This is an optimization exercise on Yosys and OpenROAD, whose aim is small area and a short achievable clock period, not a production implementation. Only simulation tests tie the RTL to the original design; equivalence was not proved. Power figures rest on the tool's default switching activity, not on a simulated workload.

Setup of quartz:
// processing_element
module processing_element (
    input clk,
    input [31:0] PCin,
    input [31:0] instruction,
    input mem_ack,
    input data_Ready,
    input [31:0] AmuxIn,
    input [31:0] BmuxIn,
    input        reset,
    output [31:0] mem_address,
    output reg reg_select,
    output reg mem_read,
    output [4:0] rs1Out,
    output [4:0] rs2Out,
    output [4:0] rdOut,
    output reg rdWrite,
    output mem_write,
    output [31:0] result_out,
    output reg read_en,
    output reg [31:0] PCout,
    output reg execution_complete
);
For scale: about 3600 cells after synthesis, roughly 250 I/O pins.
export LEC_CHECK = 0
export ABC_AREA = 1
export CAP_MARGIN = 20
export CORE_MARGIN = 2
export CORE_UTILIZATION = 60
export CTS_BUF_LIST = sky130_fd_sc_hd__clkbuf_4 sky130_fd_sc_hd__clkbuf_8
export PLACE_DENSITY = 0.7
export SLEW_MARGIN = 20
export SYNTH_HIERARCHICAL = 1
create_clock -name core_clock -period 70.0 [get_ports {clk}]
standard.sh (not shown) runs the stock make flow with config.mk's settings and CLKGATE_MAP_FILE= SYNTH_SCRIPT=/design/flow/synth_recipe.tcl, a recipe that flattens the netlist after the stock synthesis.
==> flow/flow/run.sh <==
#!/bin/bash
# The standard layout, with the input and output port buffers made of
# the smallest buffer cell instead of the one buffer_ports picks by itself.
set -euo pipefail
export BUFFER_PORTS_ARGS="-buffer_cell sky130_fd_sc_hd__buf_1"
bash standard.sh > standard.log 2>&1
--- input diff quartz..onyx ---
==> flow/flow/run.sh <==
#!/bin/bash
# The standard layout, with two changes to how it is made:
# - the input and output port buffers are the smallest buffer cell instead of
#   the one buffer_ports picks by itself;
# - ORFS's setup repair (after floorplan, CTS and global routing) works on
#   every path whose slack is under 55 ns, so that it also shortens the
#   paths to and from the ports, instead of stopping at 0 ns slack.
set -euo pipefail
export BUFFER_PORTS_ARGS="-buffer_cell sky130_fd_sc_hd__buf_1"
export SETUP_SLACK_MARGIN=55
bash standard.sh > standard.log 2>&1
diff --git a/flow/config.mk b/flow/config.mk
--- a/flow/config.mk
+++ b/flow/config.mk
@@ -10,5 +10,4 @@
 export CORE_MARGIN = 2
-export CORE_UTILIZATION = 60
-export CTS_BUF_LIST = sky130_fd_sc_hd__clkbuf_4 sky130_fd_sc_hd__clkbuf_8
-export PLACE_DENSITY = 0.7
+export CORE_UTILIZATION = 40
+export PLACE_DENSITY = 0.6
 export SLEW_MARGIN = 20
==> comparison <==
The highest layer used for signal routing comes out met4 in one run and met5 in the other, namely in onyx and quartz respectively. Pre-CTS setup slack sits higher in onyx than in quartz. Measured against each other, onyx and quartz differ in maximum fanout count along the critical path, the higher figure coming from quartz. onyx: done, clean on timing, DRC and antenna. Design area: onyx vs quartz up 4.4%.
Here is what was changed in the inputs of zinc compared with onyx.
==> flow/flow/run.sh <==
#!/bin/bash
# The standard layout, with the input and output port buffers made of
# the smallest buffer cell instead of the one buffer_ports picks by itself.
set -euo pipefail
export BUFFER_PORTS_ARGS="-buffer_cell sky130_fd_sc_hd__buf_1"
bash standard.sh > standard.log 2>&1
diff --git a/flow/config.mk b/flow/config.mk
--- a/flow/config.mk
+++ b/flow/config.mk
@@ -10,5 +10,6 @@
 export CORE_MARGIN = 2
-export CORE_UTILIZATION = 40
-export PLACE_DENSITY = 0.6
-export SLEW_MARGIN = 20
+export CORE_UTILIZATION = 60
+export CTS_BUF_LIST = sky130_fd_sc_hd__clkbuf_4 sky130_fd_sc_hd__clkbuf_8
+export PLACE_DENSITY = 0.7
+export SLEW_MARGIN = 60
 export SYNTH_HIERARCHICAL = 1
Notes after the runs:
Delay contributed by the slowest stage of the critical path for zinc is higher than for onyx. zinc against onyx: cell area decreased 790 sq um; combinational fraction of design power now larger; wire length increased 1200 um. Going from onyx to zinc, register fraction of the total cell area shows a reduction of 0.16 points, sequential fraction of design power up 2.0 points, per-cell routed wire length grew by about 9%. No stage failed in zinc, and the final checks on the layout all came back clean. Fraction of cell area in non-clock buffers ended up 0.95 points lower on zinc than on onyx. | count of clock-buffer cells in the layout | zinc vs onyx | 1 higher |. zinc ended up with mem_address[1] as its end point of the critical path; onyx ended up with rs1Out[3].

========
## run A
processing_element, a different RTL version from the one above (not shown whole).
Size in the first run: ~250 I/O pins, roughly 26,000 µm² of cells after synthesis.
clock: 70.0 ns
lec_check: 0
abc_area: 1
cap_margin: 20
core_margin: 2
core_utilization: 40
cts_buf_list: sky130_fd_sc_hd__clkbuf_8
place_density: 0.6
slew_margin: 20
synth_hierarchical: 1
==> flow/flow/run.sh <==
#!/bin/bash
# The standard layout, with the input and output port buffers made of
# the smallest buffer cell instead of the one buffer_ports picks by itself.
set -euo pipefail
export BUFFER_PORTS_ARGS="-buffer_cell sky130_fd_sc_hd__buf_1"
bash standard.sh > standard.log 2>&1
The inputs of run B differ from those of run A as listed below.
==> flow/flow/run.sh <==
#!/bin/bash
# The standard layout, with two changes to how it is made:
# - the input and output port buffers are the smallest buffer cell instead of
#   the one buffer_ports picks by itself;
# - ORFS's setup repair (after floorplan, CTS and global routing) works on
#   the paths whose slack is under 55 ns, so that it also shortens the worst
#   paths to and from the ports instead of stopping at 0 ns slack; it repairs
#   only the worst 5% of those endpoints.
set -euo pipefail
export BUFFER_PORTS_ARGS="-buffer_cell sky130_fd_sc_hd__buf_1"
export SETUP_SLACK_MARGIN=55
export TNS_END_PERCENT=5
bash standard.sh > standard.log 2>&1
### Flow results
The clock skew on run A is in line with that on run B. Going from run A to run B, area growth from synthesis to final layout grows by 2.2 points. Compared with run A, run B shows a global routing usage on met1 that is 0.76 points lower. Taking run A as the reference point, the clock share of power of run B rises by 1.4 points. Worst path buffer plus inverter count: run B higher than run A. Going from run A to run B, non-clock buffer count went up, final area +2.1%.
--- input diff run B..run C ---
- a change of CTS_BUF_LIST from sky130_fd_sc_hd__clkbuf_8 to sky130_fd_sc_hd__clkbuf_4 sky130_fd_sc_hd__clkbuf_8
diff --git a/flow/flow/run.sh b/flow/flow/run.sh
--- a/flow/flow/run.sh
+++ b/flow/flow/run.sh
@@ -8 +8 @@
-#   only the worst 5% of those endpoints.
+#   only the worst 20% of those endpoints.
@@ -12 +12 @@
-export TNS_END_PERCENT=5
+export TNS_END_PERCENT=20
[summary]
Compared with run B, run C shows routed metal-1 wirelength that has gone up slightly.
Any difference in clock network fraction of total power between run C and run B is small enough to ignore.
There was hardly any difference in final setup slack of the worst path between run C and run B.

========
processing_element, a different RTL version from the one above (not shown whole).
For scale: about 3600 cells after synthesis, ~250 I/O pins, about 0.025 mm2 of cells after synthesis.
export LEC_CHECK = 0
export ABC_AREA = 1
export CAP_MARGIN = 20
export CORE_MARGIN = 2
export CORE_UTILIZATION = 40
export CTS_BUF_LIST = sky130_fd_sc_hd__clkbuf_4 sky130_fd_sc_hd__clkbuf_8
export PLACE_DENSITY = 0.6
export SLEW_MARGIN = 20
export SYNTH_HIERARCHICAL = 1
create_clock -name core_clock -period 70.0 [get_ports {clk}]
==> flow/flow/run.sh <==
#!/bin/bash
# The standard layout, with two changes to how it is made:
# - the input and output port buffers are the smallest buffer cell instead of
#   the one buffer_ports picks by itself;
# - ORFS's setup repair (after floorplan, CTS and global routing) works on
#   the paths whose slack is under 55 ns, so that it also shortens the worst
#   paths to and from the ports instead of stopping at 0 ns slack; it repairs
#   only the worst 50% of those endpoints.
set -euo pipefail
export BUFFER_PORTS_ARGS="-buffer_cell sky130_fd_sc_hd__buf_1"
export SETUP_SLACK_MARGIN=55
export TNS_END_PERCENT=50
bash standard.sh > standard.log 2>&1
Rerun with:
==> flow/flow/run.sh (replaced) <==
#!/bin/bash
# The standard layout, with the input and output port buffers made of
# the smallest buffer cell instead of the one buffer_ports picks by itself.
set -euo pipefail
export BUFFER_PORTS_ARGS="-buffer_cell sky130_fd_sc_hd__buf_1"
bash standard.sh > standard.log 2>&1
Setup slack gets worse by 360 ps.
Power is lower by 3.7%.
Non-clock buffer count is lower by 44.
Synthesized area stays the same.
Cell area is lower by 3.5%.
Global-route usage is lower by 0.52 points.

==> port drivers added, routing unchanged <==
In the flow no input, the clock included, has a driving cell. The finished layouts below were timed again as built, in two steps.
Step 1 assumes that a clkbuf_16 drives the clock port and a buf_2 every other input.
Step 2 times the ports against the registers' clock, not the clock port: input delays grow and output delays shrink by t, the midpoint of the rising clock arrivals with the driver on.
Slacks: ideal / step 1 / step 2; pairs: ideal / step 1.
| run | t, ns | setup slack, ns | worst slew at a driven data input, ns |
|---|---|---|---|
| quartz | 0.556 | 54.495 / 54.445 / 54.279 | 0.06 |
| onyx | 0.516 | 54.787 / 54.730 / 54.664 | 0.08 |
| zinc | 0.571 | 54.471 / 54.421 / 54.615 | 0.05 |
| run A | 0.567 | 54.502 / 54.455 / 54.283 | 0.07 |
| run B | 0.582 | 54.719 / 54.670 / 54.323 | 0.07 |
| run C | 0.591 | 54.720 / 54.669 / 54.325 | 0.07 |
| the first run of note 3 | 0.559 | 54.539 / 54.492 / 54.587 | 0.06 |
| the second run of note 3 | 0.536 | 54.177 / 54.131 / 54.312 | 0.08 |
After both steps every run listed still meets setup and hold. The setup slack of run B, which loses most, moves by -0.049 ns with the drivers and by -0.396 ns with both steps.
